From an optimization exercise on the open Yosys and OpenROAD flow, aimed at small area, a short achievable clock period and few clock cycles; shortcuts taken in it are not production practice.
Only simulation tests tie the RTL to the original design; equivalence was not proved.

Setup of run 1:
## axi_matrix_accelerator
module axi_matrix_accelerator #(
    parameter ADDR_W = 32,
    parameter DATA_W = 32
) (
    input  logic clk,
    input  logic rst_n,
    input  logic [ADDR_W-1:0] s_axi_awaddr,
    input  logic        s_axi_awvalid,
    output logic        s_axi_awready,
    input  logic [DATA_W-1:0] s_axi_wdata,
    input  logic        s_axi_wvalid,
    output logic        s_axi_wready,
    output logic        s_axi_bvalid,
    output logic [1:0]  s_axi_bresp,
    input  logic        s_axi_bready,
    input  logic [ADDR_W-1:0] s_axi_araddr,
    input  logic        s_axi_arvalid,
    output logic        s_axi_arready,
    output logic [DATA_W-1:0] s_axi_rdata,
    output logic [1:0]  s_axi_rresp,
    output logic        s_axi_rvalid,
    input  logic        s_axi_rready,
    input  logic [DATA_W-1:0] s_axis_a_tdata,
    input  logic        s_axis_a_tvalid,
    output logic        s_axis_a_tready,
    input  logic        s_axis_a_tlast,
    input  logic [DATA_W-1:0] s_axis_b_tdata,
    input  logic        s_axis_b_tvalid,
    output logic        s_axis_b_tready,
    input  logic        s_axis_b_tlast,
    output logic [DATA_W-1:0] m_axis_c_tdata,
    output logic        m_axis_c_tvalid,
    input  logic        m_axis_c_tready,
    output logic        m_axis_c_tlast
);
clock: 11.0 ns
lec_check: 0
abc_area: 1
cap_margin: 20
core_margin: 2
core_utilization: 45
cts_buf_list: sky130_fd_sc_hd__clkbuf_16
cts_cluster_diameter: 120
cts_cluster_size: 22
slew_margin: 20
standard.sh (not shown) runs the stock make flow with config.mk's settings and CLKGATE_MAP_FILE= SYNTH_SCRIPT=/design/flow/synth_recipe.tcl, a recipe that flattens the netlist after the stock synthesis.
==> flow/flow/run.sh <==
#!/bin/bash
# The standard layout (the standard.sh), with three changes to how it is made:
#  - after the standard synthesis, flow/fapol.py removes inverters between full
#    adders by choosing for each full adder whether it computes its outputs or
#    their complements (a full adder with all inputs inverted gives both outputs
#    inverted); registers and all other logic are unchanged;
#  - the timing repair steps are asked to leave MARGIN ns of setup slack at
#    the design's clock period (flow/margin.txt);
#  - the port buffers are sky130_fd_sc_hd__buf_2 (ORFS otherwise picks a delay
#    cell); every port still gets its buffer.
# Logs: make_synth.log, fapol.log, make_finish.log here; each step's full log in orfs/logs/.
set -euo pipefail
MARGIN=$(cat flow/margin.txt)
KNOBS=(SETUP_SLACK_MARGIN=$MARGIN "BUFFER_PORTS_ARGS=-buffer_cell sky130_fd_sc_hd__buf_2")
bash standard.sh "${KNOBS[@]}" synth > make_synth.log 2>&1
R=orfs/results/${FLOW_PLATFORM}/axi_matrix_accelerator/base
cp $R/1_2_yosys.v std_1_2_yosys.v
python3 flow/fapol.py std_1_2_yosys.v $R/1_2_yosys.v > fapol.log 2>&1
rm -f $R/1_synth.odb $R/1_synth.sdc
bash standard.sh "${KNOBS[@]}" finish > make_finish.log 2>&1
==> flow/flow/margin.txt <==
7.3
Other scripts of this flow, unchanged in this note and not shown: flow/flow/fapol.py
The flow did not stop early for run 1: all stages ran, and the layout cleared the timing, design-rule and antenna checks.
Testbench counts of run 1, summed over its fixed seeds: cycles 9,492.
For run 2, these inputs were changed with respect to run 1:
Settings: a change of CORE_UTILIZATION from 45 to 55; an added PLACE_DENSITY of 0.8.
### Flow results
Timing, DRC, antenna: 0 failures across run 1 and run 2. After synthesis and placement, the instance count of run 2 is below that of run 1. Run 1 was routed with fewer vias than run 2. When run 2 is measured against run 1, its hold slack turns out 0.015 ns higher. Looking at growth of design area from synthesis to finish, run 2 sits below run 1. Run 2 ended up with a higher post-layout utilization of the core than run 1 did.
Inputs modified between run 2 and run 3:
Settings: clearing PLACE_DENSITY, which used to be 0.8; swapping 55 for 45 in CORE_UTILIZATION; clearing ABC_AREA, which used to be 1.
### Flow results
- Run 2 has a lower relative area change from synthesis to final layout than run 3.
- Compared with run 2, run 3 shows number of ordinary and repair buffers in the finished layout that has gone up by more than 10%.
- Changes observed in run 3 relative to run 2: routed wire length was more or less identical, clock skew was more or less identical.
- The first-pass GRT wire length of run 3 was superior to that of run 2.
- Run 3 against run 2: clock network contribution to total cell area picked up an extra 0.20 points, summed area of non-filler cells in the final layout stayed essentially flat, layout inverter count without the clock tree moved down, maximum root-to-sink buffer count level.
What run 4 does differently from run 3 at the input level:
Settings: putting ABC_AREA at 1 where nothing was set; putting PLACE_DENSITY at 0.8 where nothing was set.
==> flow/flow/margin.txt <==
7.6
Findings:
Run 4: PASS, flow complete, no timing, DRC or antenna violations. Re total stage count of the critical path: run 3 was higher than run 4. Measured against each other, run 3 and run 4 differ in buffering stage count on the worst path with inverters included, the lower figure coming from run 3. xnor2_1 as the critical-path cell with the highest stage delay was reported by run 4, and fa_1 by run 3. In the metrics for run 3 and run 4, the one carrying the higher signal arrival time at the worst endpoint is run 3.
What run 5 does differently from run 4 at the input level:
==> flow/flow/margin.txt <==
7.3
[summary]
Looking at the reports, run 5 completed the entire flow and the layout it produced met the timing, design-rule and antenna checks. Looking at multi-input gate area in the final layout across run 5 and run 4, the one that comes out lower is run 5. Run 5 vs run 4: wire length down in run 5. Compared run 4 against run 5; clock distribution area overhead in the final layout within noise. Run 5 against run 4: final estimated routing congestion in global placement now larger, setup slack of the critical path after layout climbed 0.21 ns. In the reports for run 5 and run 4, the larger critical path depth in cells belongs to run 4. Relative to run 4, delay of the slowest critical-path stage has decreased by 0.10 ns in run 5.

========
axi_matrix_accelerator, a different RTL version from the one above (not shown whole).
Size: roughly 800 flip-flops, roughly 250 I/O pins, ~43000 um2 of cells after synthesis.
clock: 11.0 ns
lec_check: 0
abc_area: 1
cap_margin: 20
core_margin: 2
core_utilization: 45
cts_buf_list: sky130_fd_sc_hd__clkbuf_16
cts_cluster_diameter: 120
cts_cluster_size: 22
slew_margin: 20
==> flow/flow/run.sh <==
#!/bin/bash
# The standard layout (the standard.sh, unchanged synthesis), with
#  - the port buffers made of sky130_fd_sc_hd__buf_2 (ORFS otherwise picks a
#    delay cell); every port still gets its buffer.
# make's output goes to make_finish.log; each step's full log stays in orfs/logs/.
set -euo pipefail
MARGIN=$(cat flow/margin.txt)
bash standard.sh SETUP_SLACK_MARGIN=$MARGIN \
    "BUFFER_PORTS_ARGS=-buffer_cell sky130_fd_sc_hd__buf_2" finish > make_finish.log 2>&1
==> flow/flow/margin.txt <==
6.7
Testbench counts at the start, summed over its fixed seeds: cycles 9,492.
Next try:
==> flow/flow/margin.txt (replaced) <==
7.3
Result: The new run went through all stages and came out clean. Core utilization is higher by 1.5 points. Non-clock buffer count increases by 87. Via count increases by a few percent. Area after synthesis is unchanged. Final area goes up by a few percent. Setup slack is better by 0.35 ns.
Next try:
==> flow/flow/margin.txt (replaced) <==
7.0
ABC_AREA = unset   (was 1)
CORE_UTILIZATION = 60   (was 45)
The new run finished clean; worst setup slack got worse by 0.26 ns; utilization climbs by 17 points; via count drops by about a fifth; synthesized cell count drops by a quarter to a third.
Next try:
==> flow/flow/margin.txt (replaced) <==
7.5
ABC_CLOCK_PERIOD_IN_PS = 1200   (was unset)
CORE_UTILIZATION = 45   (was 60)
CTS_BUF_LIST = unset   (was sky130_fd_sc_hd__clkbuf_16)
CTS_CLUSTER_DIAMETER = unset   (was 120)
CTS_CLUSTER_SIZE = unset   (was 22)
Worst hold slack is better by 0.010 ns.
Count of clock-buffer cells in the layout came out higher by 56.
Utilization came out lower by 12 points.
Maximum frequency increases by 2.4%.
Synthesized area does not change.
Cell count went up by 13%.
Register-to-register slack is better by 0.096 ns.
Routed wire length went up by 9.7%.
Global-route usage fell by 4.9 points.

========
Starting RTL as in the previous note.
clock: 11.0 ns
lec_check: 0
abc_clock_period_in_ps: 2000
cap_margin: 20
core_margin: 2
core_utilization: 45
slew_margin: 20
==> flow/flow/margin.txt <==
7.5
Scripts as last shown in full above: flow/flow/run.sh
Testbench counts at the start, summed over its fixed seeds: cycles 9,492.
Next try:
==> flow/flow/margin.txt (replaced) <==
7.0
Settings changed: ABC_CLOCK_PERIOD_IN_PS 2000 to default, CTS_BUF_LIST from default to sky130_fd_sc_hd__clkbuf_16, CTS_CLUSTER_DIAMETER from default to 150, CTS_CLUSTER_SIZE from default to 30.
=> Setup slack degrades by 44 ps; wire length shrinks by 7.0%; synthesized area stays the same; non-clock buffer count falls by 138; worst hold slack degrades by 3.8 ps; via count falls by 5.5%; design area came out lower by 9.3%; die area stays the same; first-iteration DRC count shrinks by 4.7%; global-route usage decreases by 1.7 points.
Next try:
==> flow/flow/margin.txt (replaced) <==
6.5
Settings changed: ABC_CLOCK_PERIOD_IN_PS from default to 3500, CTS_BUF_LIST sky130_fd_sc_hd__clkbuf_16 to default, CTS_CLUSTER_DIAMETER 150 to default, CTS_CLUSTER_SIZE 30 to default.
Effect: The changed run completed without violations; cell count rose by 1.8%; global-route usage grows by 0.41 points; synthesized cell count does not change; register-to-register slack degrades by 280 ps; die area stays the same.
Next try:
==> flow/flow/margin.txt (replaced) <==
7.0
Outcome: Maximum frequency rose by 6.5%; wire length rose by 1.4%; final cell count is higher by 0.89%; area after synthesis is unchanged; global-route usage increases by 0.23 points.
Next try:
Settings changed: ABC_CLOCK_PERIOD_IN_PS 3500 to default, CTS_BUF_LIST from default to sky130_fd_sc_hd__clkbuf_16, CTS_CLUSTER_DIAMETER from default to 135, CTS_CLUSTER_SIZE from default to 26.
Effect:
- The changed run produced a clean layout
- fmax is lower by 0.59%
- wire length shrinks by 1.5%
- worst hold slack gets better by 5.7 ps
- core utilization went down by 2.2 points
- clock skew falls by 11 ps
- final area shrinks by 4.1%
- die area is unchanged

[re-timing with driven ports]
No port has a modelled driver above. Below, the same layouts with a new extraction and two added sets of constraints. Step 1 assumes that a clkbuf_16 drives the clock port and a buf_2 every other input. Step 2 moves the port delays by t, midway between the first and last clock arrival at a register: inputs arrive t later, outputs are due t later. That takes back most of the time a late clock gives input paths. a / b / c = no drivers / after step 1 / after step 2; a / b = the first two.
run | shift t [ns] | setup slack, ns | hold slack, ns | worst register clock-pin slew, ns
run 1 | 0.688 | 7.248 / 7.248 / 6.922 | 0.476 / 0.476 / 0.476 | 0.09 / 0.09
run 2 | 0.676 | 7.164 / 7.164 / 6.892 | 0.491 / 0.491 / 0.491 | 0.10 / 0.10
run 3 | 0.668 | 7.131 / 7.131 / 6.775 | 0.472 / 0.472 / 0.472 | 0.09 / 0.09
run 4 | 0.674 | 7.072 / 7.072 / 7.016 | 0.465 / 0.465 / 0.465 | 0.10 / 0.10
run 5 | 0.671 | 7.285 / 7.285 / 6.896 | 0.477 / 0.477 / 0.477 | 0.10 / 0.10
the first run of note 2 | 0.675 | 6.801 / 6.801 / 6.778 | 0.483 / 0.483 / 0.483 | 0.10 / 0.10
the second run of note 2 | 0.699 | 7.156 / 7.156 / 7.038 | 0.477 / 0.477 / 0.477 | 0.10 / 0.10
the third run of note 2 | 0.673 | 6.899 / 6.899 / 6.453 | 0.453 / 0.453 / 0.453 | 0.10 / 0.10
the fourth run of note 2 | 0.740 | 6.995 / 6.995 / 6.826 | 0.463 / 0.463 / 0.463 | 0.07 / 0.07
the first run of note 3 | 0.740 | 6.995 / 6.995 / 6.826 | 0.463 / 0.463 / 0.463 | 0.07 / 0.07
the second run of note 3 | 0.730 | 6.952 / 6.952 / 6.457 | 0.459 / 0.459 / 0.459 | 0.12 / 0.12
the third run of note 3 | 0.725 | 6.677 / 6.677 / 6.237 | 0.433 / 0.433 / 0.433 | 0.07 / 0.07
the fourth run of note 3 | 0.724 | 6.942 / 6.942 / 6.427 | 0.461 / 0.461 / 0.461 | 0.06 / 0.06
the fifth run of note 3 | 0.673 | 6.918 / 6.918 / 6.527 | 0.466 / 0.466 / 0.466 | 0.11 / 0.11
After both steps setup and hold are still met in every run listed. For the fourth run of note 3, which loses most, drivers alone change the setup slack by 0.000 ns; drivers and shift together by -0.515 ns.
